This is an optimization exercise on Yosys and OpenROAD, whose aim is small area, not a production implementation. In this exercise RTL edits were held to simulation tests only and were not proved equivalent to the original.

==> flow/design.v (outline; a module is shown in full before it is edited, if it fits) <==
// module delta_mod: 56 lines
// module aer_input2: 22 lines
// module aer_hidden_busy: 24 lines
// module synapse_sum_L1: 303 lines
// module synapse_sum_L2: 275 lines
// module synapse_sum_L3: 275 lines
// module mac_step: 1095 lines
// module popcount8: 38 lines
// module rca: 19 lines
// module lif_decay: 9 lines
// module lif_addsat: 21 lines
// module lif_spike_ge: 14 lines
// module lpf_unit: 27 lines
// module output_decoder: 83 lines
// module snn_top: 296 lines
module snn_top #(
    parameter int ECG_WIDTH          = 11,   
    parameter int DM_STEP_SIZE       = 4,    
    parameter int NUM_HIDDEN_LAYERS  = 4,
    parameter int NEURONS_PER_LAYER  = 8,
    parameter int NEURON_WIDTH       = 16,   
    parameter int NEURON_FRAC_WIDTH  = 8,    
    parameter int CURRENT_WIDTH      = 16,
    parameter int CURRENT_FRAC_WIDTH = 1,
    parameter int WEIGHT_WIDTH       = 8,
    parameter int NUM_TIMESTEPS      = 10,   
    parameter logic signed [31:0] MATCH_THRESHOLD = 32'h0001_0000
)(
    input  logic                                        clk,
    input  logic                                        rst_n,
    input  logic [ECG_WIDTH-1:0]                        ecg_in,
    input  logic                                        inference_start,
    output logic                                        inference_done,
    output logic                                        match,
    output logic [1:0]                                  dm_spike_raster,  
    output logic [NUM_HIDDEN_LAYERS*NEURONS_PER_LAYER-1:0] spike_raster,
    output logic signed [31:0]                          prediction,
    input  logic                                        weight_en,
    input  logic [$clog2(NEURONS_PER_LAYER)-1:0]        weight_addr,
    input  logic signed [NEURON_WIDTH-1:0]              weight_data
);
  // ...
==> flow/run.sh <==
#!/bin/bash
# synth_recipe.tcl (not shown) runs the flow's synth.tcl, then flattens the netlist and writes it again
# the make line also repeats each setting of config.mk as NAME=value (left out here)
make -C /OpenROAD-flow-scripts/flow DESIGN_CONFIG=/design/flow/config.mk WORK_HOME=/design/flow/orfs CLKGATE_MAP_FILE= SYNTH_SCRIPT=/design/flow/synth_recipe.tcl finish
==> flow/config.mk <==
export PLATFORM = sky130hd
export DESIGN_NAME = snn_top
export DESIGN_NICKNAME = snn_top
export VERILOG_FILES = /design/flow/design.v
export SDC_FILE = /design/flow/constraint.sdc
export NUM_CORES = 4
export LEC_CHECK = 0
export CAP_MARGIN = 20
export CORE_MARGIN = 2
export CORE_UTILIZATION = 40
export PLACE_DENSITY = 0.6
export SLEW_MARGIN = 20
==> flow/constraint.sdc <==
create_clock -name core_clock -period 14.0 [get_ports {clk}]
set_input_delay 2.8000 -clock core_clock [delete_from_list [all_inputs] [get_ports {clk}]]
set_output_delay 2.8000 -clock core_clock [all_outputs]
set_load 0.01 [all_outputs]
==> results_dict.tcl, run 1 <==
set metrics [dict create \
    maxCapViolations 0 \
    ff2ff_path_depth 47 \
    clock_area_share_pct 6.57 \
    synth-seq-cells 969 \
    grt-ovfl-total 0 \
    critPathBufInv 11 \
    critPathMaxStageDelay_ns 0.69 \
    synth_cell_types 84 \
    cp_slowest_cell "dfrtp_1" \
    crit_type "register to register" \
    seq_area_mm2 0.0223 \
    largest_register "ring" \
    rsz0062_at_grt "no" \
    syn_to_final_growth_pct 13.3 \
    multi_input_area_mm2 0.0231 \
    worst_slack_ns 0.724 \
    grt_pass1_vias 30800 \
    drive_above_1_share_pct 8.37 \
    avgRoutedWirePerCell_um 18.3 \
    avgViaCountPerCell 4.90 \
    met2WireLength_mm 49.3 \
    grt_pass1_wl_mm 175 \
    num_antenna_cells 0 \
    met1_length_mm 50.3 \
    synth_commonest_cells "617 x inv_1, 572 x fa_1, 564 x dfxtp_1" \
    multi_input_gates 2389 \
    syn_nets 4838 \
    status "complete, no violations" \
    hold_viol 0 \
    root_buffer "clkbuf_16" \
    yosys.area.top_type_share_pct 23.7 \
    synth_edf_count 170 \
    placed_area_mm2 0.0512 \
    htree_levels 3 \
    synth-xor-area-share_pct 0.655 \
    rows 127 \
    rr_startpoint "ph[0]" \
    ctsHoldBuffers 0 \
    inverters 617 \
]
==> inputs of run 2 (changes only) <==
--- a/flow/config.mk
+++ b/flow/config.mk
@@ -10,2 +10,4 @@
 export CORE_UTILIZATION = 40
+export CTS_BUF_LIST = sky130_fd_sc_hd__clkbuf_4 sky130_fd_sc_hd__clkbuf_8
+export CTS_CLUSTER_SIZE = 30
 export PLACE_DENSITY = 0.6
==> run 2 against run 1 <==
First-iteration DRC count shrank 2.8%; non-clock buffer count unchanged; cell area rose by 0.14%; fmax is essentially flat; final cell count grew 1.8%; clock skew decreased by 0.016 ns; critical path type unchanged; largest cell class unchanged.
==> results_dict.tcl, run 2 <==
set metrics [dict create \
    ys_seq_area_share_pct 46.1 \
    antenna_left 0 \
    worst_slack_ns 0.731 \
    largest_reg_flops 512 \
    die_h_um 352 \
    netlist_area_mm2 0.0483 \
    ctsHoldBuffers 0 \
    crit_type "register to register" \
    largestRegisters "ring x512, u_output_decoder.weights x128, u_output_decoder.bank.lpf_inst.y x120" \
    drtIter0Drc 2051 \
    critPathMaxStageDelay_ns 0.67 \
    syn_inst 4114 \
    yosys.area_share.simple_pct 11.6 \
    grt-ovfl-total 0 \
    dieArea_mm2 0.124 \
    final.setup.tns_ns 0 \
    syn_nets 4838 \
    arrival_ns 13.96 \
    clkLatencyLatePin_ns 0.84 \
    synth_top_flop_cell "dfxtp_1" \
    synth_top_area_cell "fa_1" \
    drc_errors 0 \
    die_x_um 352 \
    cts_buffer_depth 3 \
    htree_levels 4 \
    grt_pass1_wl_mm 177 \
    dpl.hpwl_mm 79.6 \
    grt.total_usage_pct 18.5 \
    synth_most_common_cell "inv_1" \
    synth_cell_types 84 \
    synth_top_family_by_area "adder cells" \
    wirelength_mm 110 \
    rows 127 \
    root_buffer "clkbuf_8" \
    cp_slowest_cell "dfrtp_1" \
    nets 5019 \
    yosys.area.top_type_share_pct 23.7 \
    cts.sinks 969 \
    avgRoutedWirePerCell_um 18.2 \
    pre_cts_ws_ns 0.823 \
    fin_crit_ns 13.27 \
    clk_pin_slew_ns 0.06 \
    postSynthAreaPerCell_um2 11.8 \
    hold_class "register to register" \
    tightestPinTransition_ns 1.02 \
    coreArea_mm2 0.120 \
    synth_compound_area_share_pct 5.43 \
    largest_register "ring" \
    syn_to_final_growth_pct 13.4 \
    cp_common_cell "fa_1" \
    avgViaCountPerCell 4.86 \
    synth_fa_ha_area_share_pct 26.8 \
    crit_path_end "l0_cand[6][3]" \
    worstPathRequired_ns 14.69 \
    drive_above_1_share_pct 10.6 \
    synth_commonest_cells "617 x inv_1, 572 x fa_1, 564 x dfxtp_1" \
    crit_start "ph[0]" \
    hold_viol 0 \
    place_congestion 0.919 \
    status "complete, no violations" \
    layout_common_cells "617 x inv_1, 572 x fa_1, 564 x dfxtp_1" \
    port_buffers 101 \
    synth.area.mux_share_pct 3.19 \
    yosysWarnings 51 \
    io_pins 102 \
    synth-async-reset-ratio_pct 24.3 \
    setup_viol 0 \
    cts_buffers 160 \
    timing.rr.end "l0_cand[6][3]" \
    endpoint_kind "register" \
    period_share_pct 94.8 \
    synth_edf_count 170 \
    num_vias 29400 \
    synth-seq-cells 969 \
    ff2ff_path_depth 48 \
    r2r_slack_ns 0.73 \
    antenna_found_initial 8 \
    rsz0062_at_grt "no" \
    maxCapViolations 0 \
    grt_max_degree 113 \
    fmax_ghz 0.0754 \
    slew_headroom_pct 32.2 \
    finalMaxSlewViolations 0 \
    layout_commonest_cell "inv_1" \
    start_util_pct 40.3 \
    rr_startpoint "ph[0]" \
    cts_tree "done" \
    drtPass1Iterations 8 \
    cp_max_fo 23 \
    synthTopCellsByArea "fa_1 24%, dfxtp_1 23%, dfrtp_1 12%" \
    grt_pass1_vias 31400 \
    synth-xor-area-share_pct 0.655 \
    skew_ns 0.0454 \
    worstSetupStartpointType "register" \
    final_util_pct 45.7 \
]
==> run 2: cell counts after synthesis <==
Identical to the previous run, type by type.
==> run 2: final cells by class <==
cell class	instances	area [um2]
timing repair buffer	158	1440
fill	11100	65100
inverter	617	2320
multi-input combinational	2389	23100
tap	1612	2020
sequential	969	22300
clock inverter	61	736
antenna	3	7.51
clock buffer	235	2930
==> run 2: worst min-delay path by stage <==
stage                 startpoint           end  slack (ns)  cells past startpoint
finish              ring[13][11]  ring[12][11]        0.29                      0
global route         ring[13][9]   ring[12][9]        0.30                      0
CTS                   ring[3][8]    ring[2][8]        0.29                      0
detailed placement   ring[14][8]   ring[13][8]        0.31                      0
global placement     ring[31][5]   ring[30][5]        0.31                      0
floorplan             ring[1][0]    ring[0][0]        0.31                      0
==> run 2: worst max-delay path, delay by kind of cell, from the launching register on <==
| kind | cells | cell delay [ns] |
|---|---|---|
| adders and majority gates | 26 | 9.20 |
| and+or+nand+nor | 6 | 1.26 |
| buffers and inverters | 11 | 1.14 |
| AOI/OAI and AO/OA | 5 | 0.84 |
| DFF | 1 | 0.67 |
==> run 2: routing by layer <==
layer  vias up  part of all wire (%)  GRT usage [%]
met5         -                 0.082              0
met3       195                   5.6           3.84
li1      13500                     -              -
met2       759                    46           28.8
met4        12                   2.4           5.98
met1     14900                    46           25.9
==> run 2: per-stage QoR <==
stage                     instances  area (um2)  hold slack [ns]
final                          6044       54800            0.290
after CTS                      6041       54800            0.292
after detailed placement       5745       51200            0.312
after floorplan                4114       48300            0.310
after global placement         5745       51200            0.310
after global routing           6044       54800            0.304
==> run 2: cell families after synthesis <==
logic type	Yosys count
compound gates	379
other cells	1
flops	969
simple gates	1173
xor+xnor	34
mux	108
fa+ha+maj	694
buf+inv	756
==> run 2: repair_timing <==
item | CTS | global route
gates resized for setup | 0 | 1
endpoints found under the setup margin | 0 | 6
setup buffers | 0 | 0
==> inputs of run 3 (changes only) <==
--- a/flow/config.mk
+++ b/flow/config.mk
@@ -9,6 +9,7 @@
 export CORE_MARGIN = 2
-export CORE_UTILIZATION = 40
-export CTS_BUF_LIST = sky130_fd_sc_hd__clkbuf_4 sky130_fd_sc_hd__clkbuf_8
-export CTS_CLUSTER_SIZE = 30
-export PLACE_DENSITY = 0.6
+export CORE_UTILIZATION = 55
+export CTS_BUF_LIST = sky130_fd_sc_hd__clkbuf_16
+export CTS_CLUSTER_DIAMETER = 60
+export CTS_CLUSTER_SIZE = 24
+export PLACE_DENSITY = 0.7
 export SLEW_MARGIN = 20
==> run 3 against run 2 <==
Still clean; clock skew down 0.015 ns; via count down 0.98%; core utilization up 16 points; clock-buffer cell count down 157; flip-flop and latch count unchanged; critical path type unchanged; critical endpoint is now l0_cand[3][3].
==> results_dict.tcl, run 3 <==
set metrics [dict create \
    critPathMaxStageDelay_ns 0.71 \
    r2r_slack_ns 0.83 \
    final_cell_area_mm2 0.0533 \
    drtIter0Drc 2188 \
    synth_cell_types 84 \
    start_util_pct 55.6 \
    skew_ns 0.0300 \
    htree_levels 3 \
    layout_commonest_cell "inv_1" \
    synth_top_flop_cell "dfxtp_1" \
    avgRoutedWirePerCell_um 19.0 \
    crit_type "register to register" \
    hold_viol 0 \
    grt_max_degree 115 \
    synth-async-reset-ratio_pct 24.3 \
    antenna_left 0 \
    cts_buffer_depth 3 \
    maxCapViolations 0 \
    worstSetupStartpointType "register" \
    grt-ovfl-total 0 \
    setup_viol 0 \
    ys_seq_area_share_pct 46.1 \
    period_share_pct 94.1 \
    status "complete, no violations" \
    synth-seq-cells 969 \
    pre_cts_ws_ns 0.636 \
    arrival_ns 13.67 \
    wirelength_mm 103 \
    hold_ws_ns 0.307 \
    slew_headroom_pct 32.1 \
    fmax_ghz 0.0759 \
    yosysWarnings 51 \
    rows 108 \
    dieArea_mm2 0.0903 \
    largestRegisters "ring x512, u_output_decoder.weights x128, u_output_decoder.bank.lpf_inst.y x120" \
    ff2ff_path_depth 46 \
    tightestPinTransition_ns 1.02 \
    worst_slack_ns 0.829 \
    postSynthAreaPerCell_um2 11.8 \
    fin_crit_ns 13.17 \
    syn_to_final_growth_pct 10.3 \
    rr_startpoint "ph[1]" \
    cts.sinks 969 \
    io_pins 102 \
    coreArea_mm2 0.0869 \
    cp_max_fo 18 \
    cts_resized 0 \
    yosys.area.top_type_share_pct 23.7 \
    placed_area_mm2 0.0505 \
    place_congestion 0.941 \
    cp_slowest_cell "dfrtp_1" \
    post_cts_buffers 0 \
    nets 4928 \
    timing.rr.end "l0_cand[3][3]" \
    grt.total_usage_pct 23.8 \
    finalMaxSlewViolations 0 \
    largest_reg_flops 512 \
    drc_errors 0 \
    die_x_um 300 \
    largest_register "ring" \
    synth_top_area_cell "fa_1" \
    synth_most_common_cell "inv_1" \
    root_buffer "clkbuf_16" \
    grt_pass1_vias 30500 \
    avgViaCountPerCell 5.37 \
    drtPass1Iterations 6 \
    antenna_found_initial 3 \
    clk_pin_slew_ns 0.09 \
    die_h_um 300 \
    netlist_area_mm2 0.0483 \
    cp_common_cell "fa_1" \
    clkLatencyLatePin_ns 0.65 \
    final.setup.tns_ns 0 \
    cts_tree "done" \
    worstPathRequired_ns 14.50 \
    cts_buffers 75 \
    drive_above_1_share_pct 7.11 \
    endpoint_kind "register" \
    grt_pass1_wl_mm 168 \
    syn_inst 4114 \
    fillers 6893 \
    layout_common_cells "625 x inv_1, 572 x fa_1, 564 x dfxtp_1" \
    syn_nets 4838 \
    synth_edf_count 170 \
    dpl.hpwl_mm 76.0 \
    ctsHoldBuffers 0 \
    synthTopCellsByArea "fa_1 24%, dfxtp_1 23%, dfrtp_1 12%" \
    crit_start "ph[1]" \
    rsz0062_at_grt "no" \
    port_buffers 101 \
    synth_commonest_cells "617 x inv_1, 572 x fa_1, 564 x dfxtp_1" \
    num_vias 29100 \
    crit_path_end "l0_cand[3][3]" \
    hold_class "register to register" \
]
[run 3: kinds of logic (layout without fill, tap and decap cells)]
group                    after synthesis  after routing  share of synthesized area [%]
XOR/XNOR                              34             34                          0.655
multiplexers                         108            108                           3.19
flip-flops                           969            969                           46.1
AO/OA/AOI/OAI                        379            379                           5.43
other                                  1              2                        0.00776
adder cells (fa/ha/maj)              694            694                           26.8
AND/OR/NAND/NOR                     1173           1173                           11.6
buffers and inverters                756            904                           6.21
[run 3: through the flow]
| step | utilization [%] | instances |
|---|---|---|
| 6_report | 61.4 | 5418 |
| 3_5_place_dp | 58.2 | 5282 |
| 4_1_cts | 61.3 | 5417 |
| 5_1_grt | 61.4 | 5417 |
| 2_1_floorplan | - | 4114 |
| 3_3_place_gp | 58.2 | 5282 |
[run 3: how the worst min path moves through the flow]
stage	from	end	slack [ns]	depth (start not counted)
global placement	ring[9][8]	ring[8][8]	0.31	0
finish	ring[23][14]	ring[22][14]	0.31	0
CTS	ring[23][14]	ring[22][14]	0.31	0
detailed placement	ring[11][11]	ring[10][11]	0.31	0
floorplan	ring[1][0]	ring[0][0]	0.31	0
global route	ring[23][14]	ring[22][14]	0.30	0
[run 3: layer usage]
metal	vias up	global-route usage, %	share of wire (%)
met5	-	0	0.038
met4	6	6.61	2.3
met3	179	3.79	6.2
met2	834	37.7	47
met1	14800	34.5	45
li1	13300	-	-
[run 3: layout make-up]
class	count	area [um2]	area share, %
Sequential cell	969	22300	41.8
Tap cell	1155	1450	2.71
Multi-Input combinational cell	2389	23100	43.3
Clock buffer	78	1950	3.66
Timing Repair Buffer	152	1400	2.63
Antenna cell	1	2.50	0.00469
Inverter	617	2320	4.34
Clock inverter	57	807	1.51
[run 3: critical path, delay by kind of cell, from the launching register on]
family | cells | cell delay [ns]
fa+ha+maj | 25 | 9.05
simple gates | 6 | 1.24
compound gates | 5 | 1.20
buf+inv | 10 | 0.81
flops | 1 | 0.71
==> inputs of run 4 (changes only) <==
--- a/flow/config.mk
+++ b/flow/config.mk
@@ -10,5 +10,5 @@
 export CORE_UTILIZATION = 55
-export CTS_BUF_LIST = sky130_fd_sc_hd__clkbuf_16
-export CTS_CLUSTER_DIAMETER = 60
-export CTS_CLUSTER_SIZE = 24
+export CTS_BUF_LIST = sky130_fd_sc_hd__clkbuf_8
+export CTS_CLUSTER_DIAMETER = 50
+export CTS_CLUSTER_SIZE = 14
 export PLACE_DENSITY = 0.7
==> run 4 against run 3 <==
Still clean on timing, DRC and antenna; worst hold slack improved by 0.0076 ns; global-route usage about the same; clock-buffer cell count increased by 30; setup slack got worse by 0.014 ns; synthesized cell count unchanged; first-iteration DRC count increased by 18%; final cell count increased by 0.92%; routed wire length decreased by 0.25%; via count increased by 0.51%; critical endpoint unchanged.
==> results_dict.tcl, run 4 <==
set metrics [dict create \
    synth-seq-cells 969 \
    setup_viol 0 \
    hold_class "register to register" \
    largest_reg_flops 512 \
    drive_above_1_share_pct 7.84 \
    synth_top_area_cell "fa_1" \
    crit_type "register to register" \
    largest_register "ring" \
    clkLatencyLatePin_ns 0.79 \
    cp_max_fo 18 \
    endpoint_kind "register" \
    ctsHoldBuffers 0 \
    port_buffers 101 \
    htree_levels 3 \
    yosysWarnings 51 \
    hold_viol 0 \
    cp_slowest_cell "dfrtp_1" \
    final_cell_area_mm2 0.0527 \
    cts_buffers 103 \
    netlist_area_mm2 0.0483 \
    die_x_um 300 \
    coreArea_mm2 0.0869 \
    layout_commonest_cell "inv_1" \
    die_h_um 300 \
    arrival_ns 13.81 \
    synth-async-reset-ratio_pct 24.3 \
    period_share_pct 94.2 \
    syn_nets 4838 \
    status "complete, no violations" \
    cp_common_cell "fa_1" \
    clk_pin_slew_ns 0.08 \
    grt_pass1_vias 30700 \
    maxCapViolations 0 \
    cts.sinks 969 \
    drtPass1Iterations 7 \
    rsz0062_at_grt "no" \
    synth_top_flop_cell "dfxtp_1" \
    final.setup.tns_ns 0 \
    fin_crit_ns 13.19 \
    wirelength_mm 103 \
    fmax_ghz 0.0758 \
    place_congestion 0.941 \
    grt.total_usage_pct 23.8 \
    synth_edf_count 170 \
    avgViaCountPerCell 5.35 \
    antenna_left 0 \
    nets 4956 \
    grt_max_degree 115 \
    ys_seq_area_share_pct 46.1 \
    start_util_pct 55.6 \
    synth_cell_types 84 \
    worstSetupStartpointType "register" \
    drtIter0Drc 2592 \
    avgRoutedWirePerCell_um 18.8 \
    cts_tree "done" \
    dpl.hpwl_mm 76.0 \
    grt_pass1_wl_mm 168 \
    root_buffer "clkbuf_8" \
    syn_inst 4114 \
    rows 108 \
    post_cts_buffers 0 \
    synthTopCellsByArea "fa_1 24%, dfxtp_1 23%, dfrtp_1 12%" \
    postSynthAreaPerCell_um2 11.8 \
    layout_common_cells "639 x inv_1, 572 x fa_1, 564 x dfxtp_1" \
    dieArea_mm2 0.0903 \
    tightestPinTransition_ns 0.959 \
    synth_commonest_cells "617 x inv_1, 572 x fa_1, 564 x dfxtp_1" \
    antenna_found_initial 3 \
    io_pins 102 \
    grt-ovfl-total 0 \
    finalMaxSlewViolations 0 \
    cts_buffer_depth 3 \
    num_vias 29200 \
    skew_ns 0.0466 \
    synth_most_common_cell "inv_1" \
    yosys.area.top_type_share_pct 23.7 \
    largestRegisters "ring x512, u_output_decoder.weights x128, u_output_decoder.bank.lpf_inst.y x120" \
    syn_to_final_growth_pct 9.06 \
    placed_area_mm2 0.0505 \
    critPathMaxStageDelay_ns 0.70 \
    drc_errors 0 \
    worstPathRequired_ns 14.63 \
    slew_headroom_pct 36.1 \
]
## run 4: cell types whose count changed in the layout (fill, tap and decap cells not counted), sizes merged
| cell | change |
|---|---|
| clkinvlp | +4 |
| diode | +2 |
| clkinv | +3 |
| inv | +9 |
| bufinv | +2 |
| clkbuf | +30 |
## run 4: per-layer routing
| layer | vias up | share of wire (%) | GRT usage, % |
|---|---|---|---|
| met5 | - | 0.022 | 0 |
| met4 | 4 | 2.7 | 7.40 |
| met3 | 210 | 6.0 | 3.82 |
| met2 | 848 | 47 | 37.4 |
| met1 | 14800 | 44 | 34.3 |
| li1 | 13400 | - | - |
## run 4: per-stage QoR
step                      cells  hold WS, ns  setup WS, ns  util (%)
after global placement     5282        0.310          1.04      58.2
after floorplan            4114        0.310          1.61         -
after CTS                  5465        0.301         0.657      60.7
after global routing       5468        0.315        0.0792      60.7
final                      5468        0.314         0.815      60.7
after detailed placement   5282        0.312         0.636      58.2
## run 4: cell families after synthesis
family                     share of synthesized area (%)
and+or+nand+nor                                     11.6
DFF                                                 46.1
buffers and inverters                               6.21
adders and majority gates                           26.8
AOI/OAI and AO/OA                                   5.43
muxes                                               3.19
xor gates and xnor gates                           0.655
other                                            0.00776
## run 4: layout make-up
| type | instances | area, um2 |
|---|---|---|
| Clock inverter | 75 | 674 |
| Sequential cell | 969 | 22300 |
| Timing Repair Buffer | 152 | 1400 |
| Antenna cell | 3 | 7.51 |
| Clock buffer | 108 | 1490 |
| Fill cell | 7014 | 34200 |
| Inverter | 617 | 2320 |
| Multi-Input combinational cell | 2389 | 23100 |
| Tap cell | 1155 | 1450 |
## run 4: worst paths after layout
check / slack, ns / to / depth (start not counted) / start
setup / recovery: 0.81 / l0_cand[3][3] / 46 / ph[1]
hold / removal: 0.31 / ring[8][2] / 0 / ring[9][2]
setup reg to reg: 0.81 / l0_cand[3][3] / 46 / ph[1]
hold reg to reg: 0.31 / ring[8][2] / 0 / ring[9][2]
max in group asynchronous: 10.53 / u_delta_mod.signal[8] / 2 / rst_n
min in group asynchronous: 2.09 / u_output_decoder.bank[4].lpf_inst.y[11] / 1 / rst_n
## run 4: timing repair
| action | CTS | global route |
|---|---|---|
| endpoints found under the hold margin | 0 | 0 |
| gates resized for setup | 0 | 1 |
| endpoints found under the setup margin | 0 | 6 |
## run 4: critical path, delay by kind of cell, from the launching register on
| kind | cells | cell delay [ns] |
|---|---|---|
| adders and majority gates | 25 | 9.06 |
| and+or+nand+nor | 6 | 1.26 |
| AOI/OAI and AO/OA | 5 | 1.20 |
| buffers and inverters | 10 | 0.80 |
| DFF | 1 | 0.70 |

afterwards: timing with drivers on the ports:
No port has a modelled driver above. Below, the same layouts with a new extraction and two added sets of constraints. Step 1 assumes that a clkbuf_16 drives the clock port and a buf_2 every other input. Step 2 times the ports against the registers' clock, not the clock port: input delays grow and output delays shrink by t, the midpoint of the rising clock arrivals with the driver on. a / b / c = no drivers / after step 1 / after step 2; a / b = the first two.
| run | shift t [ns] | setup WS [ns] | worst hold slack (ns) | worst setup path after step 2 | slew at the worst register clock pin (ns) |
|---|---|---|---|---|---|
| run 1 | 0.756 | 0.724 / 0.724 / 0.724 | 0.309 / 0.309 / 0.309 | register to register | 0.07 / 0.07 |
| run 2 | 0.885 | 0.731 / 0.731 / 0.731 | 0.290 / 0.290 / 0.290 | register to register | 0.07 / 0.07 |
| run 3 | 0.702 | 0.829 / 0.829 / 0.829 | 0.307 / 0.307 / 0.307 | register to register | 0.09 / 0.09 |
| run 4 | 0.830 | 0.815 / 0.815 / 0.815 | 0.314 / 0.314 / 0.314 | register to register | 0.10 / 0.10 |
After both steps setup and hold are still met in every run listed.
